Source: an optimization exercise on an open RTL-to-GDS flow (aim: small area and a short achievable clock period). Production flows keep margins and buffers that such runs may drop.
In this exercise RTL edits were held to simulation tests only and were not proved equivalent to the original.
Power is estimated from default activity; no workload was simulated.

`flow/config.mk`:
```
export PLATFORM = sky130hd
export DESIGN_NAME = rx_queue_map_top
export DESIGN_NICKNAME = rx_queue_map_top
export VERILOG_FILES = /design/flow/design.v
export SDC_FILE = /design/flow/constraint.sdc
export NUM_CORES = 4
export LEC_CHECK = 0
export CAP_MARGIN = 20
export CORE_MARGIN = 2
export CORE_UTILIZATION = 45
export PLACE_DENSITY = 0.6
export SETUP_SLACK_MARGIN = 3.6
export SLEW_MARGIN = 20
export TNS_END_PERCENT = 5
```
`flow/constraint.sdc`:
```
create_clock -name core_clock -period 6.0 [get_ports {clk}]
set_input_delay 1.2000 -clock core_clock [delete_from_list [all_inputs] [get_ports {clk}]]
set_output_delay 1.2000 -clock core_clock [all_outputs]
set_load 0.01 [all_outputs]
```
`flow/design.v`:
```
`resetall
`timescale 1ns / 1ps
`default_nettype none
module mqnic_rx_queue_map #
(
    parameter PORTS = 2,
    parameter QUEUE_INDEX_WIDTH = 8,
    parameter INDIR_TBL_ADDR_WIDTH = 4,
    parameter ID_WIDTH = 1,
    parameter DEST_WIDTH = QUEUE_INDEX_WIDTH+1,
    parameter HASH_WIDTH = 32,
    parameter TAG_WIDTH = 8,
    parameter REG_ADDR_WIDTH = 6,
    parameter REG_DATA_WIDTH = 32,
    parameter REG_STRB_WIDTH = (REG_DATA_WIDTH/8),
    parameter RB_BASE_ADDR = 0,
    parameter RB_NEXT_PTR = 0,
    parameter AXIL_DATA_WIDTH = 32,
    parameter AXIL_ADDR_WIDTH = 7,
    parameter AXIL_STRB_WIDTH = (AXIL_DATA_WIDTH/8),
    parameter AXIL_BASE_ADDR = 0
)
(
    input  wire                          clk,
    input  wire                          rst,
    input  wire [REG_ADDR_WIDTH-1:0]     reg_wr_addr,
    input  wire [REG_DATA_WIDTH-1:0]     reg_wr_data,
    input  wire [REG_STRB_WIDTH-1:0]     reg_wr_strb,
    input  wire                          reg_wr_en,
    output wire                          reg_wr_wait,
    output wire                          reg_wr_ack,
    input  wire [REG_ADDR_WIDTH-1:0]     reg_rd_addr,
    input  wire                          reg_rd_en,
    output wire [REG_DATA_WIDTH-1:0]     reg_rd_data,
    output wire                          reg_rd_wait,
    output wire                          reg_rd_ack,
    input  wire [AXIL_ADDR_WIDTH-1:0]    s_axil_awaddr,
    input  wire [2:0]                    s_axil_awprot,
    input  wire                          s_axil_awvalid,
    output wire                          s_axil_awready,
    input  wire [AXIL_DATA_WIDTH-1:0]    s_axil_wdata,
    input  wire [AXIL_STRB_WIDTH-1:0]    s_axil_wstrb,
    input  wire                          s_axil_wvalid,
    output wire                          s_axil_wready,
    output wire [1:0]                    s_axil_bresp,
    output wire                          s_axil_bvalid,
    input  wire                          s_axil_bready,
    input  wire [AXIL_ADDR_WIDTH-1:0]    s_axil_araddr,
    input  wire [2:0]                    s_axil_arprot,
    input  wire                          s_axil_arvalid,
    output wire                          s_axil_arready,
    output wire [AXIL_DATA_WIDTH-1:0]    s_axil_rdata,
    output wire [1:0]                    s_axil_rresp,
    output wire                          s_axil_rvalid,
    input  wire                          s_axil_rready,
    input  wire [ID_WIDTH-1:0]           req_id,
    input  wire [DEST_WIDTH-1:0]         req_dest,
    input  wire [HASH_WIDTH-1:0]         req_hash,
    input  wire [TAG_WIDTH-1:0]          req_tag,
    input  wire                          req_valid,
    output wire [QUEUE_INDEX_WIDTH-1:0]  resp_queue,
    output wire [TAG_WIDTH-1:0]          resp_tag,
    output wire                          resp_valid
);
reg [31:0] tbl0[15:0];
reg [31:0] tbl1[15:0];
reg tbl_phase_reg;
reg mem_wr_pend_reg;     
reg mem_wr_late_reg;     
reg [3:0] mem_wr_lo_reg;
reg [3:0] mem_wr_hi_reg;
reg mem_wr_b_reg;
reg [31:0] mem_wr_data_reg;
wire mem_wr_now = (mem_wr_pend_reg && (tbl_phase_reg != mem_wr_b_reg)) || mem_wr_late_reg;
wire mem_wr_late_next = mem_wr_pend_reg && (tbl_phase_reg == mem_wr_b_reg);
function late_hit;
    input [4:0] x;
    begin
        late_hit = mem_wr_late_next && mem_wr_lo_reg[x[2:1]] && mem_wr_hi_reg[x[4:3]] && (mem_wr_b_reg == x[0]);
    end
endfunction
function [4:0] next_slot;
    input [4:0] x;
    begin
        next_slot = {x[4:1], x[0] ^ !tbl_phase_reg};
    end
endfunction
function [31:0] slot_word;
    input integer s;
    begin
        slot_word = s % 2 ? tbl1[s/2] : tbl0[s/2];
    end
endfunction
reg reg_wr_ack_reg;
reg [31:0] reg_rd_data_reg;
reg reg_rd_ack_reg;
reg [1:0] app_direct_en_reg;
reg [7:0] hash_mask_reg[1:0];
reg [7:0] app_mask_reg[1:0];
reg       lk1_direct_reg;
reg [7:0] lk1_val_reg;
reg [7:0] lk2_dest_reg;
reg [3:0] lk2_lo_reg;
reg [7:0] lk2_hi_reg;
reg       lk2_byp_reg;
reg [7:0] req_tag_d1_reg, req_tag_d2_reg;
reg req_valid_d1_reg, req_valid_d2_reg;
reg [7:0] resp_queue_reg;
reg [7:0] resp_tag_reg;
reg resp_valid_reg;
assign reg_wr_wait = 1'b0;
assign reg_wr_ack = reg_wr_ack_reg;
assign reg_rd_data = reg_rd_data_reg;
assign reg_rd_wait = 1'b0;
assign reg_rd_ack = reg_rd_ack_reg;
assign resp_queue = resp_queue_reg;
assign resp_tag = resp_tag_reg;
assign resp_valid = resp_valid_reg;
wire [3:0] wr_word = reg_wr_addr[5:2];
wire [3:0] rd_word = reg_rd_addr[5:2];
wire [7:0] cur_app_mask = app_mask_reg[req_id];
wire [7:0] cur_hash_mask = hash_mask_reg[req_id];
wire [3:0] lk_index = (req_dest[3:0] & cur_app_mask[3:0]) + (req_hash[3:0] & cur_hash_mask[3:0]);
wire lk_direct = req_dest[8] & app_direct_en_reg[req_id];
wire [4:0] lk_slot = next_slot(lk1_val_reg[4:0]);
wire lk_hit = late_hit(lk1_val_reg[4:0]);
wire [7:0] lk_queue;
genvar lb, lw;
generate
    for (lb = 0; lb < 8; lb = lb + 1) begin : lk_bit
        wire [33:0] terms;
        for (lw = 0; lw < 32; lw = lw + 1) begin : lk_word
            assign terms[lw] = slot_word(lw) >> lb & lk2_lo_reg[lw%4] & lk2_hi_reg[lw/4];
        end
        assign terms[32] = lk2_dest_reg[lb];
        assign terms[33] = mem_wr_data_reg[lb] & lk2_byp_reg;
        assign lk_queue[lb] = |terms;
    end
endgenerate
always @(posedge clk) begin
    reg_wr_ack_reg <= 1'b0;
    reg_rd_data_reg <= 32'd0;
    reg_rd_ack_reg <= 1'b0;
    if (reg_wr_en && !reg_wr_ack_reg) begin
        case (wr_word)
            4'h5: begin
                hash_mask_reg[0] <= reg_wr_data[7:0];
                reg_wr_ack_reg <= 1'b1;
            end
            4'h6: begin
                app_mask_reg[0] <= reg_wr_data[7:0];
                app_direct_en_reg[0] <= reg_wr_data[31];
                reg_wr_ack_reg <= 1'b1;
            end
            4'h9: begin
                hash_mask_reg[1] <= reg_wr_data[7:0];
                reg_wr_ack_reg <= 1'b1;
            end
            4'hA: begin
                app_mask_reg[1] <= reg_wr_data[7:0];
                app_direct_en_reg[1] <= reg_wr_data[31];
                reg_wr_ack_reg <= 1'b1;
            end
            default: ;
        endcase
    end
    if (reg_rd_en && !reg_rd_ack_reg) begin
        reg_rd_ack_reg <= 1'b1;
        case (rd_word)
            4'h0: reg_rd_data_reg <= 32'h0000C090;
            4'h1: reg_rd_data_reg <= 32'h00000200;
            4'h2: reg_rd_data_reg <= RB_NEXT_PTR;
            4'h3: reg_rd_data_reg <= 32'h00000402;
            4'h4: reg_rd_data_reg <= AXIL_BASE_ADDR;
            4'h5: reg_rd_data_reg <= {24'd0, hash_mask_reg[0]};
            4'h6: reg_rd_data_reg <= {app_direct_en_reg[0], 23'd0, app_mask_reg[0]};
            4'h8: reg_rd_data_reg <= AXIL_BASE_ADDR + 64;
            4'h9: reg_rd_data_reg <= {24'd0, hash_mask_reg[1]};
            4'hA: reg_rd_data_reg <= {app_direct_en_reg[1], 23'd0, app_mask_reg[1]};
            default: reg_rd_ack_reg <= 1'b0;
        endcase
    end
    lk1_direct_reg <= lk_direct;
    lk1_val_reg <= lk_direct ? req_dest[7:0] : {3'b000, req_id, lk_index};
    req_tag_d1_reg <= req_tag;
    req_valid_d1_reg <= req_valid;
    lk2_dest_reg <= lk1_direct_reg ? lk1_val_reg : 8'd0;
    lk2_lo_reg <= 4'b0001 << lk_slot[1:0];
    lk2_hi_reg <= lk1_direct_reg || lk_hit ? 8'd0 : 8'b00000001 << lk_slot[4:2];
    lk2_byp_reg <= !lk1_direct_reg && lk_hit;
    req_tag_d2_reg <= req_tag_d1_reg;
    req_valid_d2_reg <= req_valid_d1_reg;
    resp_queue_reg <= lk_queue;
    resp_tag_reg <= req_tag_d2_reg;
    resp_valid_reg <= req_valid_d2_reg;
    if (rst) begin
        reg_wr_ack_reg <= 1'b0;
        reg_rd_ack_reg <= 1'b0;
        app_direct_en_reg <= 2'b00;
        hash_mask_reg[0] <= 8'd0;
        hash_mask_reg[1] <= 8'd0;
        app_mask_reg[0] <= 8'd0;
        app_mask_reg[1] <= 8'd0;
        req_valid_d1_reg <= 1'b0;
        req_valid_d2_reg <= 1'b0;
        resp_valid_reg <= 1'b0;
    end
end
reg last_read_reg;
reg s_axil_awready_reg;
reg s_axil_bvalid_reg;
reg s_axil_arready_reg;
reg s_axil_rvalid_reg;
reg [31:0] s_axil_rdata_reg;
reg [31:0] s_axil_rdata_pipe_reg;
reg s_axil_rvalid_pipe_reg;
integer j;
reg mem_rd_pend_reg;
reg [31:0] mem_rd_sel_reg;
reg mem_rd_byp_reg;
assign s_axil_awready = s_axil_awready_reg;
assign s_axil_wready = s_axil_awready_reg;
assign s_axil_bresp = 2'b00;
assign s_axil_bvalid = s_axil_bvalid_reg;
assign s_axil_arready = s_axil_arready_reg;
assign s_axil_rdata = s_axil_rdata_pipe_reg;
assign s_axil_rresp = 2'b00;
assign s_axil_rvalid = s_axil_rvalid_pipe_reg;
wire pipe_ready = !s_axil_rvalid_pipe_reg || s_axil_rready;
wire write_eligible = s_axil_awvalid && s_axil_wvalid && (!s_axil_bvalid_reg || s_axil_bready) && !s_axil_awready_reg;
wire read_eligible = s_axil_arvalid && pipe_ready && !s_axil_arready_reg;
wire mem_wr_en = write_eligible && (!read_eligible || last_read_reg);
wire mem_rd_en = read_eligible && !mem_wr_en;
wire [4:0] rd_slot = next_slot(s_axil_araddr[6:2]);
wire rd_hit = late_hit(s_axil_araddr[6:2]);
reg [31:0] rd_sel_next;
integer k;
always @* begin
    for (k = 0; k < 32; k = k + 1) begin
        rd_sel_next[k] = mem_rd_en && rd_slot == k && !(k % 2 && mem_wr_late_next && mem_wr_lo_reg[(k/2)%4] && mem_wr_hi_reg[k/8]);
    end
end
wire [31:0] rdata_cur;
genvar gb, gw;
generate
    for (gb = 0; gb < 32; gb = gb + 1) begin : rd_bit
        wire [33:0] terms;
        for (gw = 0; gw < 32; gw = gw + 1) begin : rd_word
            assign terms[gw] = slot_word(gw) >> gb & mem_rd_sel_reg[gw];
        end
        assign terms[32] = s_axil_rdata_reg[gb] & !mem_rd_pend_reg;
        assign terms[33] = mem_wr_data_reg[gb] & mem_rd_byp_reg;
        assign rdata_cur[gb] = |terms;
    end
endgenerate
always @(posedge clk) begin
    if (mem_wr_en) begin
        last_read_reg <= 1'b0;
    end else if (read_eligible) begin
        last_read_reg <= 1'b1;
    end
    s_axil_awready_reg <= mem_wr_en;
    s_axil_bvalid_reg <= mem_wr_en || (s_axil_bvalid_reg && !s_axil_bready);
    s_axil_arready_reg <= mem_rd_en;
    s_axil_rvalid_reg <= mem_rd_en || (s_axil_rvalid_reg && !pipe_ready);
    mem_wr_pend_reg <= mem_wr_en;
    mem_wr_late_reg <= mem_wr_late_next;
    if (!mem_wr_pend_reg) begin
        mem_wr_lo_reg <= 4'b0001 << s_axil_awaddr[4:3];
        mem_wr_hi_reg <= 4'b0001 << s_axil_awaddr[6:5];
        mem_wr_b_reg <= s_axil_awaddr[2];
        mem_wr_data_reg <= s_axil_wdata;
    end
    tbl_phase_reg <= !tbl_phase_reg;
    for (j = 0; j < 16; j = j + 1) begin
        tbl1[j] <= tbl0[j];
        if (mem_wr_now && mem_wr_lo_reg[j%4] && mem_wr_hi_reg[j/4]) begin
            tbl0[j] <= mem_wr_data_reg;
        end else begin
            tbl0[j] <= tbl1[j];
        end
    end
    mem_rd_pend_reg <= mem_rd_en;
    mem_rd_sel_reg <= rd_sel_next;
    mem_rd_byp_reg <= mem_rd_en && rd_hit;
    s_axil_rdata_reg <= rdata_cur;
    if (pipe_ready) begin
        s_axil_rdata_pipe_reg <= rdata_cur;
        s_axil_rvalid_pipe_reg <= s_axil_rvalid_reg;
    end
    if (rst) begin
        last_read_reg <= 1'b0;
        s_axil_awready_reg <= 1'b0;
        s_axil_bvalid_reg <= 1'b0;
        s_axil_arready_reg <= 1'b0;
        s_axil_rvalid_reg <= 1'b0;
        s_axil_rvalid_pipe_reg <= 1'b0;
    end
end
endmodule
`resetall
`timescale 1ns / 1ps
module rx_queue_map_top (
    input  wire        clk,
    input  wire        rst,
    input  wire [5:0]  reg_wr_addr,
    input  wire [31:0] reg_wr_data,
    input  wire [3:0]  reg_wr_strb,
    input  wire        reg_wr_en,
    output wire        reg_wr_wait,
    output wire        reg_wr_ack,
    input  wire [5:0]  reg_rd_addr,
    input  wire        reg_rd_en,
    output wire [31:0] reg_rd_data,
    output wire        reg_rd_wait,
    output wire        reg_rd_ack,
    input  wire [6:0]  s_axil_awaddr,
    input  wire [2:0]  s_axil_awprot,
    input  wire        s_axil_awvalid,
    output wire        s_axil_awready,
    input  wire [31:0] s_axil_wdata,
    input  wire [3:0]  s_axil_wstrb,
    input  wire        s_axil_wvalid,
    output wire        s_axil_wready,
    output wire [1:0]  s_axil_bresp,
    output wire        s_axil_bvalid,
    input  wire        s_axil_bready,
    input  wire [6:0]  s_axil_araddr,
    input  wire [2:0]  s_axil_arprot,
    input  wire        s_axil_arvalid,
    output wire        s_axil_arready,
    output wire [31:0] s_axil_rdata,
    output wire [1:0]  s_axil_rresp,
    output wire        s_axil_rvalid,
    input  wire        s_axil_rready,
    input  wire [0:0]  req_id,
    input  wire [8:0]  req_dest,
    input  wire [31:0] req_hash,
    input  wire [7:0]  req_tag,
    input  wire        req_valid,
    output wire [7:0]  resp_queue,
    output wire [7:0]  resp_tag,
    output wire        resp_valid
);
mqnic_rx_queue_map #(
    .PORTS(2),
    .QUEUE_INDEX_WIDTH(8),
    .INDIR_TBL_ADDR_WIDTH(4),
    .ID_WIDTH(1),
    .DEST_WIDTH(9),
    .HASH_WIDTH(32),
    .TAG_WIDTH(8),
    .REG_ADDR_WIDTH(6),
    .REG_DATA_WIDTH(32),
    .REG_STRB_WIDTH(4),
    .RB_BASE_ADDR(0),
    .RB_NEXT_PTR(32'h100),
    .AXIL_DATA_WIDTH(32),
    .AXIL_ADDR_WIDTH(7),
    .AXIL_STRB_WIDTH(4),
    .AXIL_BASE_ADDR(32'h1000)
)
mqnic_rx_queue_map_inst (
    .clk(clk), .rst(rst),
    .reg_wr_addr(reg_wr_addr), .reg_wr_data(reg_wr_data), .reg_wr_strb(reg_wr_strb),
    .reg_wr_en(reg_wr_en), .reg_wr_wait(reg_wr_wait), .reg_wr_ack(reg_wr_ack),
    .reg_rd_addr(reg_rd_addr), .reg_rd_en(reg_rd_en), .reg_rd_data(reg_rd_data),
    .reg_rd_wait(reg_rd_wait), .reg_rd_ack(reg_rd_ack),
    .s_axil_awaddr(s_axil_awaddr), .s_axil_awprot(s_axil_awprot), .s_axil_awvalid(s_axil_awvalid),
    .s_axil_awready(s_axil_awready), .s_axil_wdata(s_axil_wdata), .s_axil_wstrb(s_axil_wstrb),
    .s_axil_wvalid(s_axil_wvalid), .s_axil_wready(s_axil_wready), .s_axil_bresp(s_axil_bresp),
    .s_axil_bvalid(s_axil_bvalid), .s_axil_bready(s_axil_bready),
    .s_axil_araddr(s_axil_araddr), .s_axil_arprot(s_axil_arprot), .s_axil_arvalid(s_axil_arvalid),
    .s_axil_arready(s_axil_arready), .s_axil_rdata(s_axil_rdata), .s_axil_rresp(s_axil_rresp),
    .s_axil_rvalid(s_axil_rvalid), .s_axil_rready(s_axil_rready),
    .req_id(req_id), .req_dest(req_dest), .req_hash(req_hash), .req_tag(req_tag), .req_valid(req_valid),
    .resp_queue(resp_queue), .resp_tag(resp_tag), .resp_valid(resp_valid)
);
endmodule
```
`flow/flow/run.sh`:
```
#!/bin/bash
# Layout flow: the standard.sh (ORFS, the standard flow's synthesis script) with
#  - an area-recovering ABC mapping script (combinational logic only; the
#    registers are mapped by dfflibmap before ABC, exactly as in the
#    standard synthesis),
#  - buf_2 port buffers, repair free to change cell footprints,
#  - a clock tree with larger sink clusters and no dummy loads.
# make's output goes to flow_make.log; each ORFS step keeps its own log under
# orfs/logs/.
set -euo pipefail
W=$PWD
rm -rf "$W/scripts_abc"
cp -r "$FLOW_HOME/scripts" "$W/scripts_abc"
cp "$W/flow/abc_speed.script" "$W/scripts_abc/abc_speed.script"
bash standard.sh \
  "SCRIPTS_DIR=$W/scripts_abc" \
  MATCH_CELL_FOOTPRINT=0 \
  "BUFFER_PORTS_ARGS=-buffer_cell sky130_fd_sc_hd__buf_2" \
  "CTS_ARGS=-sink_clustering_enable -repair_clock_nets -dont_use_dummy_load -sink_clustering_size 20 -sink_clustering_max_diameter 100" \
  finish > flow_make.log 2>&1
```
`flow/flow/abc_speed.script`:
```
&get -n
&st
&dch
&nf -R 1000
&put
```
`flow/standard.sh`:
```
#!/bin/bash
# synth_recipe.tcl (not shown) runs the flow's synth.tcl, then flattens the netlist and writes it again
# the make line also repeats each setting of config.mk as NAME=value (left out here)
make -C /OpenROAD-flow-scripts/flow DESIGN_CONFIG=/design/flow/config.mk WORK_HOME=/design/flow/orfs CLKGATE_MAP_FILE= SYNTH_SCRIPT=/design/flow/synth_recipe.tcl "${@:-finish}"
```
==> results of run 1 <==
[worst min path at each step]
stage	start	cells past startpoint	to	slack, ps
floorplan	mqnic_rx_queue_map_inst.req_tag_d1_reg[0]	0	mqnic_rx_queue_map_inst.req_tag_d2_reg[0]	310
global placement	mqnic_rx_queue_map_inst.req_tag_d2_reg[2]	0	mqnic_rx_queue_map_inst.resp_tag_reg[2]	310
detailed placement	mqnic_rx_queue_map_inst.req_tag_d1_reg[1]	0	mqnic_rx_queue_map_inst.req_tag_d2_reg[1]	310
CTS	mqnic_rx_queue_map_inst.req_tag_d2_reg[3]	0	mqnic_rx_queue_map_inst.resp_tag_reg[3]	300
global route	mqnic_rx_queue_map_inst.req_tag_d2_reg[3]	0	mqnic_rx_queue_map_inst.resp_tag_reg[3]	310
finish	mqnic_rx_queue_map_inst.req_tag_d2_reg[3]	0	mqnic_rx_queue_map_inst.resp_tag_reg[3]	300
[metrics by stage]
stage | hold WS (ps) | power, mW
finish | 297 | 17.2
detailed placement | 312 | 12.5
global placement | 311 | 12.3
CTS | 299 | 17.3
floorplan | 310 | 11.8
global route | 307 | 17.9
[layout by cell type (no fill, tap or decap), types with 16 or more instances in the layout]
cell type                   netlist  final
sky130_fd_sc_hd__a21oi_1         42     41
sky130_fd_sc_hd__a222oi_1       247    247
sky130_fd_sc_hd__a22oi_1        279    279
sky130_fd_sc_hd__a311oi_1        16     16
sky130_fd_sc_hd__and2_0          17     17
sky130_fd_sc_hd__buf_2            0    161
sky130_fd_sc_hd__buf_4           25     38
sky130_fd_sc_hd__clkbuf_16        0     74
sky130_fd_sc_hd__conb_1           1     23
sky130_fd_sc_hd__dfxtp_1       1214   1177
sky130_fd_sc_hd__dfxtp_2          0     33
sky130_fd_sc_hd__edfxtp_1        73     73
sky130_fd_sc_hd__mux2_1         512    512
sky130_fd_sc_hd__nand2_1        197    180
sky130_fd_sc_hd__nand3_1         33     33
sky130_fd_sc_hd__nand4_1         78     78
sky130_fd_sc_hd__nor2_1         115    114
sky130_fd_sc_hd__nor3_1          21     21
[report_power, final]
| group | switching, mW | internal [mW] |
|---|---|---|
| Sequential | 0.989 | 10.1 |
| Clock | 2.69 | 2.20 |
| Combinational | 0.589 | 0.632 |
[worst reg2reg max path: cells and delay by family (launching register included)]
family / cells / cell delay, ps
buf+inv: 1 / 350
flops: 1 / 480
compound gates: 2 / 650
simple gates: 2 / 630
[cells in the mapped netlist]
cell type                      n
sky130_fd_sc_hd__and2_0       17
sky130_fd_sc_hd__fa_1          1
sky130_fd_sc_hd__a21oi_1      42
sky130_fd_sc_hd__a31oi_1       3
sky130_fd_sc_hd__a22o_1       14
sky130_fd_sc_hd__a21o_1        2
sky130_fd_sc_hd__o21ai_0      10
sky130_fd_sc_hd__nor2b_1      19
sky130_fd_sc_hd__a221oi_1     13
sky130_fd_sc_hd__edfxtp_1     73
sky130_fd_sc_hd__nand2_1     197
sky130_fd_sc_hd__or2_0         1
sky130_fd_sc_hd__a311oi_1     16
sky130_fd_sc_hd__mux4_2        4
sky130_fd_sc_hd__a21boi_0     10
sky130_fd_sc_hd__a22oi_1     279
sky130_fd_sc_hd__o211ai_1      1
sky130_fd_sc_hd__xor2_1        6
sky130_fd_sc_hd__a222oi_1    247
sky130_fd_sc_hd__xnor2_1       4
sky130_fd_sc_hd__ha_1          3
sky130_fd_sc_hd__nor2_1      115
sky130_fd_sc_hd__nand4_1      78
sky130_fd_sc_hd__dfxtp_1    1214
sky130_fd_sc_hd__a211o_1       6
sky130_fd_sc_hd__and4_1       13
sky130_fd_sc_hd__nor4_1        2
sky130_fd_sc_hd__clkinv_1     18
sky130_fd_sc_hd__buf_4        25
sky130_fd_sc_hd__a211oi_1      7
sky130_fd_sc_hd__or3_1        15
sky130_fd_sc_hd__nand2b_1     10
sky130_fd_sc_hd__a2111oi_0     1
sky130_fd_sc_hd__conb_1        1
sky130_fd_sc_hd__mux2i_1      13
sky130_fd_sc_hd__or4_1         9
sky130_fd_sc_hd__nand3b_1      2
sky130_fd_sc_hd__nor3_1       21
sky130_fd_sc_hd__nor3b_1       2
sky130_fd_sc_hd__mux2_1      512
sky130_fd_sc_hd__nand3_1      33
[area by class of cell]
type                       count  area, um2  share of cell area [%]
sequential                  1287      26600                    58.3
timing repair buffer         209       1210                    2.65
inverter                      18       71.3                   0.157
antenna                        1       2.50                 0.00550
tap                         1176       1470                    3.23
clock buffer                  74       1850                    4.07
multi-input combinational   1751      14400                    31.6
[per-layer routing]
layer	vias up	GRT usage [%]
met4	4	12.5
met2	1605	42.0
li1	12400	-
met3	368	6.14
met1	14300	37.1
met5	-	0
[kinds of logic after synthesis]
group	synth area share, %
flip-flops	64.8
adder cells (fa/ha/maj)	0.141
buffers and inverters	0.625
AND/OR/NAND/NOR	6.22
other	0.00918
AO/OA/AOI/OAI	13.3
XOR/XNOR	0.214
multiplexers	14.6
[timing repair]
action | in CTS | in global routing
pin swaps | 0 | 0
endpoints found under the setup margin | 488 | 526
resized for setup | 15 | 9
setup buffers | 0 | 0
==> flow_metrics.py, run 1 <==
metrics = {
    "layout": {
        "final_cell_area_mm2": 0.0455,
        "final.fill_count": 7726,
        "area_growth_syn_to_layout_pct": 11.4,
        "final-instance-count-excl-fill": 4516,
        "utilization_pct": 50.6,
        "nets": 3509,
        "layout-drive-gt1-share_pct": 10.6,
        "largest_registers": "mqnic_rx_queue_map_inst.tbl0 x512, mqnic_rx_queue_map_inst.tbl1 x512",
    },
    "place": {
        "port_buffers": 161,
        "placement.setup.worst_slack_ps": 3140,
        "place_inst": 4441,
        "detailed_place_hpwl_um": 68400,
        "finalWeightedCongestion": 0.805,
        "placed_cell_area_mm2": 0.0435,
    },
    "min_path": {
        "holdCritPathClass": "reg2reg",
    },
    "clock_network": {
        "cts-htree-levels": 3,
        "total_clock_sinks": 1287,
        "max-clock-path-buffers": 3,
        "cts_hold_repair.buffers": 0,
        "clk_pin_slew_worst_paths_ps": 90,
        "clkLatencyLatePin_ps": 640,
        "root_cell_of_the_clock_tree": "sky130_fd_sc_hd__clkbuf_16",
        "tritoncts": "yes",
        "tritoncts.num_buffers": 74,
    },
    "detailed_routing": {
        "ant_nets": 0,
        "topRoutingLayerUsed": "met5",
        "num_vias": 28700,
        "wl_met2_um": 57000,
        "routed_via_density": 6.35,
        "wl_met1_um": 54300,
        "drtPass1Iterations": 9,
        "route.detailed.drc": 0,
        "postRouteWirelength_um": 131000,
        "drt_iter0_drc": 4150,
        "avgRoutedWirePerCell_um": 29.1,
        "route.met3.wl_um": 13900,
    },
    "critical_path": {
        "r2r_depth": 5,
        "number_of_cells_on_the_critical_path": 1,
        "critical_path_class": "reg2out",
        "cp_slowest_cell": "sky130_fd_sc_hd__edfxtp_1",
        "timing.rr.end": "mqnic_rx_queue_map_inst.s_axil_rdata_pipe_reg[4]",
        "cp-end-kind": "output port",
        "cp.required_ps": 4800,
        "worstPathBufferInverterCount": 1,
        "worstReg2RegStart": "mqnic_rx_queue_map_inst.mem_rd_sel_reg[8]",
        "r2r_setup_slack_ps": 3600,
        "timing.critical_path.cells": "buf_2",
        "timing.critical_path.from": "mqnic_rx_queue_map_inst.s_axil_rdata_pipe_reg[5]",
        "cp_max_fo": 1,
        "critical-path-max-stage-delay_ps": 490,
        "critical_path_arrival_ps": 1330,
        "kind_of_start_point_of_the_critical_path": "flip-flop",
        "critPathTopFamily": "flip-flops",
        "critPathCapture": "s_axil_rdata[5]",
    },
    "logic_synthesis": {
        "syn_avg_cell_area_um2": 13.4,
        "ys_top_cells_by_area": "sky130_fd_sc_hd__dfxtp_1, sky130_fd_sc_hd__mux2_1, sky130_fd_sc_hd__a222oi_1, sky130_fd_sc_hd__edfxtp_1, sky130_fd_sc_hd__a22oi_1",
        "synthesis.yosys.warnings": 5,
        "synth.ff_latch_count": 1287,
        "synth-seq-area-share_pct": 64.8,
        "synth_top_area_cell": "sky130_fd_sc_hd__dfxtp_1",
        "synth_top_area_share_pct": 59.5,
        "post_synthesis_instance_total": 3059,
        "post_synth_instance_area_mm2": 0.0409,
        "synth_cell_type_count": 41,
    },
    "sta": {
        "worst_clock_skew_ps": 47.1,
        "period_needed_ps": 2530,
        "rsz0062_at_grt": "true",
        "timing_max_transition_violations_final": 0,
        "fmaxAchievable_ghz": 0.396,
        "fin_setup_tns_ps": 0,
        "tightestPinTransition_ps": 992,
        "max_slew_margin_pct": 33.9,
        "setup_ws_ps": 3470,
        "final-hold-violation-count": 0,
        "final.period_utilization_pct": 42.1,
        "timing.final.setup_violations": 0,
    },
    "global_routing": {
        "initial_antenna_violation_count": 3,
        "global_route.overflow_total": 0,
        "grtUsageTotal_pct": 27.4,
        "wire_length_of_the_first_global_routing_pass_um": 192000,
        "grt_start_max_net_pins": 65,
        "grt_pass1_vias": 29900,
    },
    "floorplan": {
        "pin_count": 258,
        "initial_core_util_pct": 45.4,
        "placeableCoreArea_mm2": 0.0900,
        "fp.dieArea_mm2": 0.0932,
        "fp-row-count": 110,
        "die_width_um": 305,
        "dieHeight_um": 305,
    },
    "pwr": {
        "cellPowerDensity_mw_per_mm2": 379,
        "vdd_ir_drop_max_v": 0.000194,
        "static_leakage_nw": 18.5,
    },
    "outcome": {
        "status": "complete, no violations",
    },
    "flow_run": {
        "cap_viol_max_count": 0,
    },
}
==> run 2, diff against run 1 <==
--- a/flow/design.v
+++ b/flow/design.v
@@ -265,7 +265,7 @@
     s_axil_rvalid_reg <= mem_rd_en || (s_axil_rvalid_reg && !pipe_ready);
     mem_wr_pend_reg <= mem_wr_en;
     mem_wr_late_reg <= mem_wr_late_next;
-    if (!mem_wr_pend_reg) begin
+    if (mem_wr_en) begin
         mem_wr_lo_reg <= 4'b0001 << s_axil_awaddr[4:3];
         mem_wr_hi_reg <= 4'b0001 << s_axil_awaddr[6:5];
         mem_wr_b_reg <= s_axil_awaddr[2];
==> run 2 against run 1 <==
Still clean. Via count up 1.5%. Total power rose by 3.4%. Register-to-register slack worse by 20 ps. Synthesized cell count grew 0.20%. Setup slack better by 7.1 ps. Non-clock buffer count grew 8. Clock-buffer cell count unchanged. Worst hold slack better by 25 ps. Global-route usage is 0.16 points higher. Area after synthesis barely moved. Fmax rose by 0.28%. Critical path type unchanged. Largest power group unchanged.
==> flow_metrics.py, run 2 <==
metrics = {
    "critical_path": {
        "critical-path-max-stage-delay_ps": 480,
        "worstPathBufferInverterCount": 1,
        "r2r_setup_slack_ps": 3580,
        "timing.critical_path.cells": "buf_2",
        "cp_max_fo": 1,
        "critical_path_arrival_ps": 1320,
        "kind_of_start_point_of_the_critical_path": "flip-flop",
        "critical_path_class": "reg2out",
        "critPathTopFamily": "flip-flops",
        "cp.required_ps": 4800,
        "cp_slowest_cell": "sky130_fd_sc_hd__edfxtp_1",
        "cp-end-kind": "output port",
    },
    "clock_network": {
        "max-clock-path-buffers": 3,
        "tritoncts.num_buffers": 74,
        "clk_pin_slew_worst_paths_ps": 80,
        "total_clock_sinks": 1287,
        "cts-htree-levels": 3,
        "root_cell_of_the_clock_tree": "sky130_fd_sc_hd__clkbuf_16",
        "clkLatencyLatePin_ps": 640,
        "tritoncts": "yes",
    },
    "logic_synthesis": {
        "synth_cell_type_count": 41,
        "post_synth_instance_area_mm2": 0.0408,
        "synth_enable_flop_cells": 73,
        "syn_avg_cell_area_um2": 13.3,
        "synth-seq-area-share_pct": 64.9,
        "async_flop_share_pct": 0,
        "synth_commonest_cells": "sky130_fd_sc_hd__dfxtp_1, sky130_fd_sc_hd__mux2_1, sky130_fd_sc_hd__a22oi_1, sky130_fd_sc_hd__a222oi_1, sky130_fd_sc_hd__nand2_1",
        "synth.ff_latch_count": 1287,
        "synth_top_flop_cell": "sky130_fd_sc_hd__dfxtp_1",
        "yosysMostFrequentCell": "sky130_fd_sc_hd__dfxtp_1",
        "post_synthesis_instance_total": 3065,
        "synthesis.yosys.warnings": 5,
        "synth_top_area_share_pct": 59.5,
        "ys_top_cells_by_area": "sky130_fd_sc_hd__dfxtp_1, sky130_fd_sc_hd__mux2_1, sky130_fd_sc_hd__a222oi_1, sky130_fd_sc_hd__edfxtp_1, sky130_fd_sc_hd__a22oi_1",
        "synth_top_area_cell": "sky130_fd_sc_hd__dfxtp_1",
    },
    "detailed_routing": {
        "postRouteWirelength_um": 133000,
        "drt_iter0_drc": 3928,
        "drtPass1Iterations": 9,
        "routed_via_density": 6.42,
        "route.detailed.drc": 0,
        "num_vias": 29100,
        "ant_nets": 0,
        "avgRoutedWirePerCell_um": 29.3,
    },
    "layout": {
        "layout_common_cells": "sky130_fd_sc_hd__dfxtp_1, sky130_fd_sc_hd__mux2_1, sky130_fd_sc_hd__a22oi_1",
        "largest_registers": "mqnic_rx_queue_map_inst.tbl0 x512, mqnic_rx_queue_map_inst.tbl1 x512",
        "utilization_pct": 50.6,
        "area_growth_syn_to_layout_pct": 11.6,
        "layout_commonest_cell": "sky130_fd_sc_hd__dfxtp_1",
        "final.fill_count": 7744,
        "nets": 3524,
        "layout-drive-gt1-share_pct": 10.8,
    },
    "min_path": {
        "holdCritPathClass": "reg2reg",
    },
    "place": {
        "port_buffers": 161,
        "detailed_place_hpwl_um": 68500,
        "finalWeightedCongestion": 0.826,
    },
    "sta": {
        "tightestPinTransition_ps": 983,
        "max_slew_margin_pct": 34.4,
        "hold_slack_ps": 322,
        "timing.final.setup_violations": 0,
        "period_needed_ps": 2520,
        "fmaxAchievable_ghz": 0.397,
        "final.period_utilization_pct": 42.0,
        "worst_clock_skew_ps": 53.9,
        "rsz0062_at_grt": "true",
        "final-hold-violation-count": 0,
        "fin_setup_tns_ps": 0,
        "timing_max_transition_violations_final": 0,
    },
    "pwr": {
        "cellPowerDensity_mw_per_mm2": 391,
        "static_leakage_nw": 18.3,
        "p_total_mw": 17.8,
        "vdd_ir_drop_max_v": 0.000234,
    },
    "global_routing": {
        "grt_pass1_vias": 29700,
        "wire_length_of_the_first_global_routing_pass_um": 193000,
        "grt_start_max_net_pins": 65,
        "global_route.overflow_total": 0,
        "grtUsageTotal_pct": 27.6,
        "initial_antenna_violation_count": 6,
    },
    "outcome": {
        "status": "complete, no violations",
    },
    "floorplan": {
        "placeableCoreArea_mm2": 0.0900,
        "die_width_um": 305,
        "dieHeight_um": 305,
        "fp.dieArea_mm2": 0.0932,
        "pin_count": 258,
        "initial_core_util_pct": 45.4,
        "fp-row-count": 110,
    },
    "flow_run": {
        "cap_viol_max_count": 0,
    },
}
## run 2: changes by cell type after synthesis, sizes merged, moves of 6 or more
cell / delta
a21boi: +7
mux2i: -13
nand2: -17
nor2: +6
nor3: +13
or3: +6
## run 2: final cells by class
cell class	instances	area, um2	area share, %
Multi-Input combinational cell	1757	14300	31.4
Clock buffer	74	1850	4.06
Timing Repair Buffer	217	1300	2.85
Timing Repair inverter	1	7.51	0.0165
Sequential cell	1287	26600	58.2
Antenna cell	1	2.50	0.00549
Tap cell	1176	1470	3.23
Inverter	18	75.1	0.165
## run 2: power breakdown
group | switching, mW | internal, mW
sequential | 1.09 | 10.4
clock | 2.69 | 2.20
combinational | 0.703 | 0.756
total | 4.48 | 13.3
## run 2: cells by family after synthesis
family	share of synthesized area [%]
multiplexers	14.3
XOR/XNOR	0.214
other	0.00918
flip-flops	64.9
buffers and inverters	0.625
adder cells (fa/ha/maj)	0.141
AO/OA/AOI/OAI	13.5
AND/OR/NAND/NOR	6.32
## run 2: final timing paths
| kind | cells past startpoint | start | end |
|---|---|---|---|
| setup / recovery | 1 | mqnic_rx_queue_map_inst.s_axil_rdata_pipe_reg[1] | s_axil_rdata[1] |
| hold / removal | 0 | mqnic_rx_queue_map_inst.tbl0[5][24] | mqnic_rx_queue_map_inst.tbl1[5][24] |
| setup reg to reg | 5 | mqnic_rx_queue_map_inst.mem_rd_sel_reg[0] | mqnic_rx_queue_map_inst.s_axil_rdata_pipe_reg[2] |
| hold reg to reg | 0 | mqnic_rx_queue_map_inst.tbl0[5][24] | mqnic_rx_queue_map_inst.tbl1[5][24] |
## run 2: repair_timing
| action | CTS | global route |
|---|---|---|
| hold buffers | 0 | 0 |
| resized for setup | 16 | 18 |
| cloned | 1 | 0 |
| buffers inserted | 4 | 0 |
| pin swaps | 1 | 0 |
| setup endpoints to repair | 463 | 524 |
## run 2: per-stage QoR
stage / setup WS (ps) / area, um2 / instances
2_1_floorplan: 2300 / 41000 / 3087
3_3_place_gp: 2410 / 43500 / 4451
3_5_place_dp: 2320 / 43500 / 4451
4_1_cts: 3440 / 45500 / 4530
5_1_grt: 3460 / 45600 / 4530
6_report: 3480 / 45600 / 4531
## run 2: routing by layer
layer	track usage (%)	wire length [um]
met4	11.3	5800
met5	0	34
met2	43.1	58400
met3	5.51	14200
met1	37.5	54200
==> run 3, diff against run 2 <==
--- a/flow/design.v
+++ b/flow/design.v
@@ -265,7 +265,7 @@
     s_axil_rvalid_reg <= mem_rd_en || (s_axil_rvalid_reg && !pipe_ready);
     mem_wr_pend_reg <= mem_wr_en;
     mem_wr_late_reg <= mem_wr_late_next;
-    if (mem_wr_en) begin
+    if (!mem_wr_pend_reg) begin
         mem_wr_lo_reg <= 4'b0001 << s_axil_awaddr[4:3];
         mem_wr_hi_reg <= 4'b0001 << s_axil_awaddr[6:5];
         mem_wr_b_reg <= s_axil_awaddr[2];
--- a/flow/config.mk
+++ b/flow/config.mk
@@ -7,8 +7,8 @@
 export LEC_CHECK = 0
 export CAP_MARGIN = 20
 export CORE_MARGIN = 2
-export CORE_UTILIZATION = 45
-export PLACE_DENSITY = 0.6
+export CORE_UTILIZATION = 60
+export PLACE_DENSITY = 0.75
 export SETUP_SLACK_MARGIN = 3.6
 export SLEW_MARGIN = 20
 export TNS_END_PERCENT = 5
==> run 3 against run 2 <==
Still clean on timing, DRC and antenna. Core utilization grew 17 points. Largest cell class unchanged. Largest power group unchanged. Flip-flop and latch count is the same. Critical path depth is the same.
==> flow_metrics.py, run 3 <==
metrics = {
    "critical_path": {
        "cp.required_ps": 4800,
        "critPathTopFamily": "flip-flops",
        "worstPathBufferInverterCount": 1,
        "kind_of_start_point_of_the_critical_path": "flip-flop",
        "worstReg2RegStart": "mqnic_rx_queue_map_inst.tbl_phase_reg",
        "cp_slowest_cell": "sky130_fd_sc_hd__edfxtp_1",
        "cp-end-kind": "output port",
        "critical_path_class": "reg2out",
        "cp_max_fo": 1,
        "r2r_depth": 6,
        "timing.rr.end": "mqnic_rx_queue_map_inst.tbl0[9][10]",
        "timing.critical_path.cells": "buf_2",
        "r2r_setup_slack_ps": 3610,
        "critical_path_arrival_ps": 1290,
        "critical-path-max-stage-delay_ps": 470,
    },
    "sta": {
        "max_slew_margin_pct": 35.7,
        "timing.final.setup_violations": 0,
        "final.period_utilization_pct": 41.5,
        "final-hold-violation-count": 0,
        "fmaxAchievable_ghz": 0.401,
        "fin_setup_tns_ps": 0,
        "timing_max_transition_violations_final": 0,
        "period_needed_ps": 2490,
        "rsz0062_at_grt": "true",
        "tightestPinTransition_ps": 964,
        "worst_clock_skew_ps": 30.1,
    },
    "logic_synthesis": {
        "yosysMostFrequentCell": "sky130_fd_sc_hd__dfxtp_1",
        "synth.ff_latch_count": 1287,
        "syn_avg_cell_area_um2": 13.4,
        "synth_cell_type_count": 41,
        "synth_top_flop_cell": "sky130_fd_sc_hd__dfxtp_1",
        "synth_top_area_cell": "sky130_fd_sc_hd__dfxtp_1",
        "synth_top_area_share_pct": 59.5,
        "synth_commonest_cells": "sky130_fd_sc_hd__dfxtp_1, sky130_fd_sc_hd__mux2_1, sky130_fd_sc_hd__a22oi_1, sky130_fd_sc_hd__a222oi_1, sky130_fd_sc_hd__nand2_1",
        "post_synthesis_instance_total": 3059,
        "post_synth_instance_area_mm2": 0.0409,
        "synthesis.yosys.warnings": 5,
        "synth-seq-area-share_pct": 64.8,
        "synth_enable_flop_cells": 73,
        "async_flop_share_pct": 0,
        "ys_top_cells_by_area": "sky130_fd_sc_hd__dfxtp_1, sky130_fd_sc_hd__mux2_1, sky130_fd_sc_hd__a222oi_1, sky130_fd_sc_hd__edfxtp_1, sky130_fd_sc_hd__a22oi_1",
    },
    "global_routing": {
        "wire_length_of_the_first_global_routing_pass_um": 181000,
        "global_route.overflow_total": 0,
        "grt_start_max_net_pins": 65,
        "grt_pass1_vias": 29700,
        "initial_antenna_violation_count": 3,
        "grtUsageTotal_pct": 34.4,
    },
    "layout": {
        "final-instance-count-excl-fill": 4221,
        "multi_input_comb_area_mm2": 0.0144,
        "utilization_pct": 67.2,
        "final.fill_count": 4841,
        "layout_commonest_cell": "sky130_fd_sc_hd__dfxtp_1",
        "area_growth_syn_to_layout_pct": 10.6,
        "nets": 3514,
        "largest_registers": "mqnic_rx_queue_map_inst.tbl0 x512, mqnic_rx_queue_map_inst.tbl1 x512",
        "layout_common_cells": "sky130_fd_sc_hd__dfxtp_1, sky130_fd_sc_hd__mux2_1, sky130_fd_sc_hd__a22oi_1",
        "regArea_mm2": 0.0265,
        "layout-drive-gt1-share_pct": 10.7,
    },
    "place": {
        "place_inst": 4142,
        "port_buffers": 161,
        "detailed_place_hpwl_um": 65600,
        "finalWeightedCongestion": 0.854,
    },
    "pwr": {
        "cellPowerDensity_mw_per_mm2": 380,
        "p_total_mw": 17.2,
        "static_leakage_nw": 18.6,
        "vdd_ir_drop_max_v": 0.000230,
    },
    "min_path": {
        "whs_path_depth": 0,
        "whs_endpoint": "mqnic_rx_queue_map_inst.req_tag_d2_reg[4]",
        "holdCritPathClass": "reg2reg",
        "worst_hold_startpoint": "mqnic_rx_queue_map_inst.req_tag_d1_reg[4]",
    },
    "floorplan": {
        "fp.dieArea_mm2": 0.0702,
        "die_width_um": 265,
        "dieHeight_um": 265,
        "fp-row-count": 95,
        "pin_count": 258,
        "initial_core_util_pct": 60.7,
        "placeableCoreArea_mm2": 0.0673,
    },
    "clock_network": {
        "clkLatencyLatePin_ps": 630,
        "tritoncts": "yes",
        "postCtsSetupRepairBufs": 0,
        "total_clock_sinks": 1287,
        "clk_pin_slew_worst_paths_ps": 80,
        "tritoncts.num_buffers": 74,
        "cts_hold_repair.buffers": 0,
        "max-clock-path-buffers": 3,
        "root_cell_of_the_clock_tree": "sky130_fd_sc_hd__clkbuf_16",
        "cts-htree-levels": 3,
    },
    "detailed_routing": {
        "ant_nets": 0,
        "postRouteWirelength_um": 123000,
        "drtPass1Iterations": 8,
        "drt_iter0_drc": 4456,
        "avgRoutedWirePerCell_um": 29.3,
        "num_vias": 29100,
        "route.detailed.drc": 0,
        "routed_via_density": 6.90,
    },
    "outcome": {
        "status": "complete, no violations",
    },
    "flow_run": {
        "cap_viol_max_count": 0,
    },
}
-- run 3: changes by cell type in the layout (fill, tap and decap cells not counted), moves of 4 or more --
cell / before / now
sky130_fd_sc_hd__nand3_1: 37 / 33
sky130_fd_sc_hd__or3_1: 20 / 14
sky130_fd_sc_hd__mux2i_1: 0 / 13
sky130_fd_sc_hd__nor2_1: 120 / 114
sky130_fd_sc_hd__a21boi_0: 17 / 10
sky130_fd_sc_hd__and3_1: 4 / 0
sky130_fd_sc_hd__buf_6: 14 / 10
sky130_fd_sc_hd__nor3_1: 34 / 21
sky130_fd_sc_hd__or4_1: 5 / 9
sky130_fd_sc_hd__nand2_1: 164 / 180
-- run 3: cell families (layout without fill, tap and decap cells) --
logic type | after synthesis | in the layout | share of synthesized area [%]
adders and majority gates | 4 | 4 | 0.141
DFF | 1287 | 1287 | 64.8
and+or+nand+nor | 534 | 535 | 6.22
buffers and inverters | 43 | 305 | 0.625
other | 1 | 27 | 0.00918
AOI/OAI and AO/OA | 651 | 651 | 13.3
muxes | 529 | 529 | 14.6
xor gates and xnor gates | 10 | 10 | 0.214
-- run 3: worst max path at each step --
stage | slack (ps) | startpoint | endpoint | cells after the start
2_1_floorplan | 3070 | s_axil_rready | mqnic_rx_queue_map_inst.mem_rd_sel_reg[11] | 8
3_3_place_gp | 3140 | req_id[0] | mqnic_rx_queue_map_inst.lk1_val_reg[7] | 4
3_5_place_dp | 3110 | mqnic_rx_queue_map_inst.tbl_phase_reg | mqnic_rx_queue_map_inst.tbl0[9][22] | 6
4_1_cts | 3490 | mqnic_rx_queue_map_inst.tbl_phase_reg | mqnic_rx_queue_map_inst.tbl0[8][6] | 6
5_1_grt | 3510 | mqnic_rx_queue_map_inst.s_axil_rdata_pipe_reg[3] | s_axil_rdata[3] | 1
6_report | 3510 | mqnic_rx_queue_map_inst.s_axil_rdata_pipe_reg[3] | s_axil_rdata[3] | 1
-- run 3: metrics by stage --
| stage | hold WS (ps) | setup WS (ps) | instance area [um2] |
|---|---|---|---|
| after global placement | 310 | 3140 | 43200 |
| after detailed placement | 312 | 3110 | 43200 |
| after CTS | 304 | 3490 | 45100 |
| after floorplan | 310 | 3070 | 41000 |
| after global routing | 317 | 3510 | 45200 |
| final | 311 | 3510 | 45200 |
-- run 3: worst reg2reg max path: stages, from the launching register on --
cell,delay [ps]
sky130_fd_sc_hd__dfxtp_1,550
sky130_fd_sc_hd__xor2_2,270
sky130_fd_sc_hd__a21oi_4,150
sky130_fd_sc_hd__nor2b_4,320
sky130_fd_sc_hd__nand2_4,250
sky130_fd_sc_hd__buf_4,390
sky130_fd_sc_hd__mux2_1,360
-- run 3: per-layer routing --
| metal | global-route usage, % | share of wire (%) | vias to the layer above | wire length, um |
|---|---|---|---|---|
| li1 | - | - | 12400 | - |
| met1 | 45.7 | 38 | 14400 | 47300 |
| met2 | 52.8 | 44 | 1900 | 54600 |
| met3 | 8.59 | 13 | 414 | 15500 |
| met4 | 16.8 | 4.9 | 0 | 6070 |
| met5 | 0 | 0 | - | 0 |
-- run 3: cell type report --
class / count / area share, %
antenna: 4 / 0.0221
clock buffer: 74 / 4.10
timing repair buffer: 213 / 2.78
tap: 873 / 2.42
sequential: 1287 / 58.7
multi-input combinational: 1752 / 31.8
inverter: 18 / 0.158
-- run 3: where the power goes --
part | internal (mW) | leakage, nW | switching [mW] | total [mW]
sequential | 10.1 | 10.8 | 0.957 | 11.1
combinational | 0.635 | 6.89 | 0.625 | 1.26
clock | 2.20 | 0.912 | 2.63 | 4.83
total | 13.0 | 18.6 | 4.21 | 17.2
-- run 3: what timing repair did --
action	CTS	global route
gates cloned	1	0
endpoints found under the setup margin	470	367
resized for setup	26	11
==> run 4, diff against run 3 <==
==> flow/flow/abc_speed.script (replaced) <==
&get -n
&st
&dch
&nf -R 1000
&put
buffer -c
topo
stime -c
upsize -c
dnsize -c
--- a/flow/config.mk
+++ b/flow/config.mk
@@ -7,8 +7,8 @@
 export LEC_CHECK = 0
 export CAP_MARGIN = 20
 export CORE_MARGIN = 2
-export CORE_UTILIZATION = 60
-export PLACE_DENSITY = 0.75
+export CORE_UTILIZATION = 50
+export PLACE_DENSITY = 0.7
 export SETUP_SLACK_MARGIN = 3.6
 export SLEW_MARGIN = 20
 export TNS_END_PERCENT = 5
==> run 4 against run 3 <==
Still clean. Flip-flop and latch count stayed put. Setup slack worse by 38 ps. Combinational power increased by 6%. Fmax decreased by 1.5%. Clock skew is 27 ps higher. Synthesized cell count up 8.1%.
==> flow_metrics.py, run 4 <==
metrics = {
    "sta": {
        "tightestPinTransition_ps": 1190,
        "final.period_utilization_pct": 42.2,
        "timing_max_transition_violations_final": 0,
        "max_slew_margin_pct": 20.9,
        "timing.final.setup_violations": 0,
        "hold_slack_ps": 315,
        "final-hold-violation-count": 0,
        "fin_setup_tns_ps": 0,
        "fmaxAchievable_ghz": 0.395,
        "worst_clock_skew_ps": 57.0,
        "rsz0062_at_grt": "true",
        "period_needed_ps": 2530,
    },
    "detailed_routing": {
        "num_vias": 28500,
        "avgRoutedWirePerCell_um": 27.8,
        "postRouteWirelength_um": 123000,
        "route.detailed.drc": 0,
        "drt_iter0_drc": 4277,
        "routed_via_density": 6.45,
        "ant_nets": 0,
        "drtPass1Iterations": 10,
    },
    "logic_synthesis": {
        "synthesis.yosys.warnings": 5,
        "synth-seq-area-share_pct": 63.2,
        "async_flop_share_pct": 0,
        "ys_top_cells_by_area": "sky130_fd_sc_hd__dfxtp_1, sky130_fd_sc_hd__mux2_2, sky130_fd_sc_hd__a222oi_1, sky130_fd_sc_hd__edfxtp_1, sky130_fd_sc_hd__a22oi_1",
        "synth_cell_type_count": 51,
        "synth.ff_latch_count": 1287,
        "yosysMostFrequentCell": "sky130_fd_sc_hd__dfxtp_1",
        "post_synth_instance_area_mm2": 0.0419,
        "synth_top_flop_cell": "sky130_fd_sc_hd__dfxtp_1",
        "synth_commonest_cells": "sky130_fd_sc_hd__dfxtp_1, sky130_fd_sc_hd__mux2_2, sky130_fd_sc_hd__a22oi_1, sky130_fd_sc_hd__a222oi_1, sky130_fd_sc_hd__nand2_1",
        "synth_top_area_share_pct": 58.0,
        "synth_enable_flop_cells": 73,
        "synth_top_area_cell": "sky130_fd_sc_hd__dfxtp_1",
        "post_synthesis_instance_total": 3308,
        "syn_avg_cell_area_um2": 12.7,
    },
    "min_path": {
        "worst_hold_startpoint": "mqnic_rx_queue_map_inst.tbl0[7][18]",
        "holdCritPathClass": "reg2reg",
    },
    "pwr": {
        "cellPowerDensity_mw_per_mm2": 381,
        "part_of_the_total_power_dissipated_in_sequential_elements_pct": 64.1,
        "vdd_ir_drop_max_v": 0.000216,
        "power.clock.fraction_pct": 28.2,
        "power_report.internal_total_mw": 13.1,
        "sw_frac_of_total_pct": 24.4,
        "net-switching-power_mw": 4.22,
        "power.combinational.fraction_pct": 7.7,
        "static_leakage_nw": 18.4,
    },
    "layout": {
        "largest_registers": "mqnic_rx_queue_map_inst.tbl0 x512, mqnic_rx_queue_map_inst.tbl1 x512",
        "regArea_mm2": 0.0266,
        "multi_input_comb_area_mm2": 0.0143,
        "layout_common_cells": "sky130_fd_sc_hd__dfxtp_1, sky130_fd_sc_hd__mux2_2, sky130_fd_sc_hd__a22oi_1",
        "final.fill_count": 7068,
        "area_growth_syn_to_layout_pct": 8.44,
        "nets": 3512,
        "layout_commonest_cell": "sky130_fd_sc_hd__dfxtp_1",
        "layout-drive-gt1-share_pct": 26.1,
    },
    "global_routing": {
        "wire_length_of_the_first_global_routing_pass_um": 177000,
        "grt_start_max_net_pins": 65,
        "grtUsageTotal_pct": 27.4,
        "initial_antenna_violation_count": 9,
        "global_route.overflow_total": 0,
        "grt_pass1_vias": 27200,
    },
    "clock_network": {
        "root_cell_of_the_clock_tree": "sky130_fd_sc_hd__clkbuf_16",
        "tritoncts": "yes",
        "total_clock_sinks": 1287,
        "clkLatencyLatePin_ps": 650,
        "clk_pin_slew_worst_paths_ps": 80,
        "cts-htree-levels": 3,
        "tritoncts.num_buffers": 74,
        "cts_hold_repair.buffers": 0,
        "max-clock-path-buffers": 3,
    },
    "critical_path": {
        "cp.required_ps": 4800,
        "kind_of_start_point_of_the_critical_path": "flip-flop",
        "worstReg2RegStart": "mqnic_rx_queue_map_inst.mem_wr_b_reg",
        "timing.critical_path.cells": "buf_2",
        "cp_slowest_cell": "sky130_fd_sc_hd__edfxtp_1",
        "critical-path-max-stage-delay_ps": 510,
        "r2r_setup_slack_ps": 3490,
        "cp-end-kind": "output port",
        "critical_path_class": "reg2out",
        "cp_max_fo": 1,
        "critical_path_arrival_ps": 1330,
        "critPathTopFamily": "flip-flops",
        "worstPathBufferInverterCount": 1,
        "timing.critical_path.from": "mqnic_rx_queue_map_inst.s_axil_rdata_pipe_reg[31]",
    },
    "place": {
        "finalWeightedCongestion": 0.827,
        "detailed_place_hpwl_um": 67500,
        "port_buffers": 161,
    },
    "floorplan": {
        "fp-row-count": 106,
        "initial_core_util_pct": 50.3,
        "fp.dieArea_mm2": 0.0861,
        "dieHeight_um": 293,
        "placeableCoreArea_mm2": 0.0833,
        "die_width_um": 293,
        "pin_count": 258,
    },
    "outcome": {
        "status": "complete, no violations",
    },
    "flow_run": {
        "cap_viol_max_count": 0,
    },
}
[run 4: cell count changes in the layout (fill, tap and decap cells not counted), moves of 14 or more]
cell and change:
sky130_fd_sc_hd__and2_0 -17, sky130_fd_sc_hd__mux2_1 -512, sky130_fd_sc_hd__inv_1 +14, sky130_fd_sc_hd__clkinv_1 -15
sky130_fd_sc_hd__and2_1 +17, sky130_fd_sc_hd__mux2_2 +512
[run 4: what timing repair did]
item                                    CTS  global route
gates cloned                              0             1
gates resized for setup                  11            28
endpoints found under the setup margin  468           491
setup buffers                             0             1
[run 4: metrics by stage]
| stage | area, um2 | cells | setup WS (ps) | util (%) | power, mW |
|---|---|---|---|---|---|
| 5_1_grt | 45400 | 4427 | 3450 | 54.6 | 17.9 |
| 2_1_floorplan | 42000 | 3330 | 3270 | - | 11.9 |
| 6_report | 45400 | 4428 | 3470 | 54.6 | 17.3 |
| 3_3_place_gp | 43400 | 4346 | 2760 | 52.1 | 12.5 |
| 4_1_cts | 45300 | 4420 | 3410 | 54.4 | 17.3 |
| 3_5_place_dp | 43400 | 4346 | 2740 | 52.1 | 12.6 |
[run 4: path summary, 6_finish.rpt]
| path | endpoint | cells past startpoint |
|---|---|---|
| worst min-delay path | mqnic_rx_queue_map_inst.tbl1[7][18] | 0 |
| worst max register to register | mqnic_rx_queue_map_inst.tbl0[0][30] | 6 |
| worst min register to register | mqnic_rx_queue_map_inst.tbl1[7][18] | 0 |
| worst max-delay path | s_axil_rdata[31] | 1 |
[run 4: worst register-to-register path, cell delays in order (launching register included)]
cell and delay, ps:
sky130_fd_sc_hd__edfxtp_1 500, sky130_fd_sc_hd__xor2_1 220, sky130_fd_sc_hd__a21oi_2 330, sky130_fd_sc_hd__nor2b_2 150, sky130_fd_sc_hd__nand2_2 310, sky130_fd_sc_hd__clkbuf_8 460, sky130_fd_sc_hd__mux2_2 410
[run 4: layout make-up]
cell class / instances / share of cell area (%)
multi-input combinational: 1751 / 31.5
tap: 1080 / 2.97
timing repair inverter: 1 / 0.0193
antenna: 6 / 0.0330
timing repair buffer: 211 / 2.77
clock buffer: 74 / 4.08
sequential: 1287 / 58.4
inverter: 18 / 0.176
[run 4: layer usage]
metal	up-vias	wire length, um	global-route usage [%]
met5	-	7	0
met3	241	13900	5.90
met4	2	3950	10.3
met2	1572	53800	41.4
met1	14200	51300	38.7
li1	12500	-	-
[run 4: cell families (layout without fill, tap and decap cells)]
group	after synthesis	in the layout	share of synthesized area, %
muxes	529	529	14.3
adders and majority gates	4	4	0.137
and+or+nand+nor	534	534	6.08
xor gates and xnor gates	10	10	0.209
AOI/OAI and AO/OA	651	651	13.0
DFF	1287	1287	63.2
other	1	29	0.00895
buffers and inverters	292	304	3.04
[run 4: power by group through the flow]
stage / sequential (mW) / clock, mW / combinational, mW
3_5_place_dp: 11.2 / 0 / 1.31
6_report: 11.1 / 4.88 / 1.33
5_1_grt: 11.3 / 5.25 / 1.43
4_1_cts: 11.1 / 4.94 / 1.32
3_3_place_gp: 11.2 / 0 / 1.27
2_1_floorplan: 10.9 / 0 / 1.04
==> run 5, diff against run 4 <==
==> flow/flow/abc_speed.script (replaced) <==
&get -n
&st
&dch
&nf -R 1000
&put
--- a/flow/config.mk
+++ b/flow/config.mk
@@ -9,6 +9,6 @@
 export CORE_MARGIN = 2
 export CORE_UTILIZATION = 50
 export PLACE_DENSITY = 0.7
-export SETUP_SLACK_MARGIN = 3.6
+export SETUP_SLACK_MARGIN = 3.8
 export SLEW_MARGIN = 20
-export TNS_END_PERCENT = 5
+export TNS_END_PERCENT = 20
==> run 5 against run 4 <==
Setup slack improved by 43 ps. Area after synthesis is 2.5% lower. Flip-flop and latch count is the same. Critical path type unchanged.
==> flow_metrics.py, run 5 <==
metrics = {
    "clock_network": {
        "clk_pin_slew_worst_paths_ps": 80,
        "cts_hold_repair.buffers": 0,
        "total_clock_sinks": 1287,
        "tritoncts.num_buffers": 74,
        "root_cell_of_the_clock_tree": "sky130_fd_sc_hd__clkbuf_16",
        "cts-htree-levels": 3,
        "tritoncts": "yes",
        "clkLatencyLatePin_ps": 650,
        "max-clock-path-buffers": 3,
    },
    "critical_path": {
        "timing.critical_path.from": "mqnic_rx_queue_map_inst.s_axil_rdata_pipe_reg[24]",
        "critical-path-max-stage-delay_ps": 460,
        "cp.required_ps": 4800,
        "timing.rr.end": "mqnic_rx_queue_map_inst.tbl0[11][4]",
        "worstReg2RegStart": "mqnic_rx_queue_map_inst.mem_wr_b_reg",
        "critPathTopFamily": "flip-flops",
        "number_of_cells_on_the_critical_path": 1,
        "r2r_depth": 7,
        "critPathCapture": "s_axil_rdata[24]",
        "kind_of_start_point_of_the_critical_path": "flip-flop",
        "cp_max_fo": 1,
        "cp-end-kind": "output port",
        "worstPathBufferInverterCount": 1,
        "cp_slowest_cell": "sky130_fd_sc_hd__edfxtp_1",
        "timing.critical_path.cells": "buf_2",
        "critical_path_class": "reg2out",
        "critical_path_arrival_ps": 1290,
        "r2r_setup_slack_ps": 3710,
    },
    "layout": {
        "layout-drive-gt1-share_pct": 11.3,
        "final-instance-count-excl-fill": 4407,
        "area_growth_syn_to_layout_pct": 11.9,
        "layout_commonest_cell": "sky130_fd_sc_hd__dfxtp_1",
        "layout_common_cells": "sky130_fd_sc_hd__dfxtp_1, sky130_fd_sc_hd__mux2_1, sky130_fd_sc_hd__a22oi_1",
        "final.fill_count": 6664,
        "largest_registers": "mqnic_rx_queue_map_inst.tbl0 x512, mqnic_rx_queue_map_inst.tbl1 x512",
        "multi_input_comb_area_mm2": 0.0144,
        "nets": 3516,
        "regArea_mm2": 0.0266,
    },
    "logic_synthesis": {
        "post_synthesis_instance_total": 3059,
        "syn_avg_cell_area_um2": 13.4,
        "synth_top_area_cell": "sky130_fd_sc_hd__dfxtp_1",
        "synth_top_flop_cell": "sky130_fd_sc_hd__dfxtp_1",
        "synth_cell_type_count": 41,
        "synth_enable_flop_cells": 73,
        "ys_top_cells_by_area": "sky130_fd_sc_hd__dfxtp_1, sky130_fd_sc_hd__mux2_1, sky130_fd_sc_hd__a222oi_1, sky130_fd_sc_hd__edfxtp_1, sky130_fd_sc_hd__a22oi_1",
        "synth_top_area_share_pct": 59.5,
        "synth_commonest_cells": "sky130_fd_sc_hd__dfxtp_1, sky130_fd_sc_hd__mux2_1, sky130_fd_sc_hd__a22oi_1, sky130_fd_sc_hd__a222oi_1, sky130_fd_sc_hd__nand2_1",
        "synth-seq-area-share_pct": 64.8,
        "post_synth_instance_area_mm2": 0.0409,
        "async_flop_share_pct": 0,
        "synthesis.yosys.warnings": 5,
        "yosysMostFrequentCell": "sky130_fd_sc_hd__dfxtp_1",
        "synth.ff_latch_count": 1287,
    },
    "detailed_routing": {
        "num_vias": 28400,
        "postRouteWirelength_um": 119000,
        "drt_iter0_drc": 4124,
        "routed_via_density": 6.44,
        "ant_nets": 0,
        "drtPass1Iterations": 9,
        "avgRoutedWirePerCell_um": 27.1,
        "route.detailed.drc": 0,
    },
    "sta": {
        "final-hold-violation-count": 0,
        "timing.final.setup_violations": 0,
        "timing_max_transition_violations_final": 0,
        "tightestPinTransition_ps": 971,
        "max_slew_margin_pct": 34.8,
        "fin_setup_tns_ps": 0,
        "fmaxAchievable_ghz": 0.402,
        "rsz0062_at_grt": "true",
        "period_needed_ps": 2490,
        "worst_clock_skew_ps": 45.2,
        "final.period_utilization_pct": 41.5,
    },
    "floorplan": {
        "dieHeight_um": 290,
        "die_width_um": 290,
        "fp.dieArea_mm2": 0.0840,
        "pin_count": 258,
        "initial_core_util_pct": 50.6,
        "placeableCoreArea_mm2": 0.0807,
        "fp-row-count": 104,
    },
    "place": {
        "port_buffers": 161,
        "place_inst": 4325,
        "finalWeightedCongestion": 0.809,
        "detailed_place_hpwl_um": 64200,
    },
    "pwr": {
        "net-switching-power_mw": 4.17,
        "sw_frac_of_total_pct": 24.3,
        "vdd_ir_drop_max_v": 0.000228,
        "cellPowerDensity_mw_per_mm2": 375,
        "p_total_mw": 17.1,
        "part_of_the_total_power_dissipated_in_sequential_elements_pct": 64.7,
        "power_report.internal_total_mw": 13.0,
        "static_leakage_nw": 18.7,
        "power.combinational.fraction_pct": 7.0,
        "power.clock.fraction_pct": 28.4,
    },
    "global_routing": {
        "global_route.overflow_total": 0,
        "wire_length_of_the_first_global_routing_pass_um": 174000,
        "initial_antenna_violation_count": 6,
        "grtUsageTotal_pct": 27.3,
        "grt_pass1_vias": 27500,
        "grt_start_max_net_pins": 65,
    },
    "outcome": {
        "status": "complete, no violations",
    },
    "flow_run": {
        "cap_viol_max_count": 0,
    },
    "min_path": {
        "holdCritPathClass": "reg2reg",
    },
}
==> run 5: changes by cell type in the layout (fill, tap and decap cells not counted), moves of 7 or more <==
cell                       change
sky130_fd_sc_hd__and2_0       +17
sky130_fd_sc_hd__and2_1       -17
sky130_fd_sc_hd__buf_12        +7
sky130_fd_sc_hd__buf_4        -17
sky130_fd_sc_hd__buf_6        +13
sky130_fd_sc_hd__clkinv_1     +10
sky130_fd_sc_hd__dfxtp_2       -7
sky130_fd_sc_hd__dfxtp_4       +8
sky130_fd_sc_hd__inv_1        -14
sky130_fd_sc_hd__mux2_1      +512
sky130_fd_sc_hd__mux2_2      -512
==> run 5: final cells by class <==
cell class | instances | area share (%)
sequential | 1287 | 58.1
multi-input combinational | 1751 | 31.5
clock buffer | 74 | 4.05
timing repair buffer | 216 | 3.22
tap | 1060 | 2.90
inverter | 18 | 0.164
antenna | 1 | 0.00547
==> run 5: through the flow <==
step | util, % | instance area, um2 | setup WS (ps) | hold slack [ps]
finish | 56.7 | 45700 | 3510 | 318
global route | 56.7 | 45700 | 3470 | 321
detailed placement | 53.8 | 43400 | 3160 | 313
CTS | 56.4 | 45500 | 3500 | 320
global placement | 53.8 | 43400 | 3170 | 310
floorplan | - | 41000 | 3080 | 310
==> run 5: cell families (layout without fill, tap and decap cells) <==
family	Yosys count	count (layout)	synth area share, %
AOI/OAI and AO/OA	651	651	13.3
muxes	529	529	14.6
adders and majority gates	4	4	0.141
DFF	1287	1287	64.8
xor gates and xnor gates	10	10	0.214
buffers and inverters	43	308	0.625
and+or+nand+nor	534	534	6.22
other	1	24	0.00918
==> run 5: what timing repair did <==
| item | in CTS | in global routing |
|---|---|---|
| setup buffers | 2 | 4 |
| pin swaps | 0 | 2 |
| hold endpoints to repair | 0 | 0 |
| gates resized for setup | 47 | 46 |
| cloned | 0 | 1 |
| endpoints found under the setup margin | 581 | 459 |
==> run 5: metal layers <==
layer  up-vias  part of all wire, %  wire length [um]  global-route usage (%)
met3       280                   12             14000                    5.49
met1     14000                   42             50000                    39.5
met5         -                0.029                35                       0
met4         6                  3.7              4380                    9.13
li1      12500                    -                 -                       -
met2      1584                   43             51000                    40.9
==> run 5: worst min-delay path by stage <==
stage / from / endpoint / slack [ps] / cells past startpoint
2_1_floorplan: mqnic_rx_queue_map_inst.req_tag_d1_reg[0] / mqnic_rx_queue_map_inst.req_tag_d2_reg[0] / 310 / 0
3_3_place_gp: mqnic_rx_queue_map_inst.req_tag_d1_reg[2] / mqnic_rx_queue_map_inst.req_tag_d2_reg[2] / 310 / 0
3_5_place_dp: mqnic_rx_queue_map_inst.req_tag_d1_reg[3] / mqnic_rx_queue_map_inst.req_tag_d2_reg[3] / 310 / 0
4_1_cts: mqnic_rx_queue_map_inst.req_tag_d2_reg[3] / mqnic_rx_queue_map_inst.resp_tag_reg[3] / 320 / 0
5_1_grt: mqnic_rx_queue_map_inst.tbl0[3][20] / mqnic_rx_queue_map_inst.tbl1[3][20] / 320 / 0
6_report: mqnic_rx_queue_map_inst.req_tag_d2_reg[3] / mqnic_rx_queue_map_inst.resp_tag_reg[3] / 320 / 0
==> run 5: power groups by stage <==
stage,combinational [mW],clock (mW),sequential [mW]
6_report,1.19,4.86,11.1
5_1_grt,1.31,5.25,11.2
4_1_cts,1.19,4.95,11.1
3_5_place_dp,1.17,0,11.2
3_3_place_gp,1.14,0,11.2
2_1_floorplan,0.782,0,11.0

## afterwards: timing with drivers on the ports
Ports are ideal in the flow. The routed layouts listed here were re-timed in OpenROAD.
Step 1 assumes that a clkbuf_16 drives the clock port and a buf_2 every other input.
Step 2 times the ports against the registers' clock, not the clock port: input delays grow and output delays shrink by t, the midpoint of the rising clock arrivals with the driver on.
a / b / c = ideal ports / drivers / drivers and shift; a / b = the first two.
| run | t, ns | slack for setup (ns) | worst setup path at the end |
|---|---|---|---|
| run 1 | 0.684 | 3.475 / 3.406 / 3.112 | input to register |
| run 2 | 0.687 | 3.482 / 3.414 / 2.965 | input to register |
| run 3 | 0.682 | 3.508 / 3.443 / 3.077 | input to register |
| run 4 | 0.684 | 3.470 / 3.409 / 3.049 | input to register |
| run 5 | 0.693 | 3.512 / 3.444 / 3.113 | input to register |
After both steps every run listed still meets setup and hold. For run 2, which loses most, drivers alone change the setup slack by -0.068 ns; drivers and shift together by -0.517 ns.
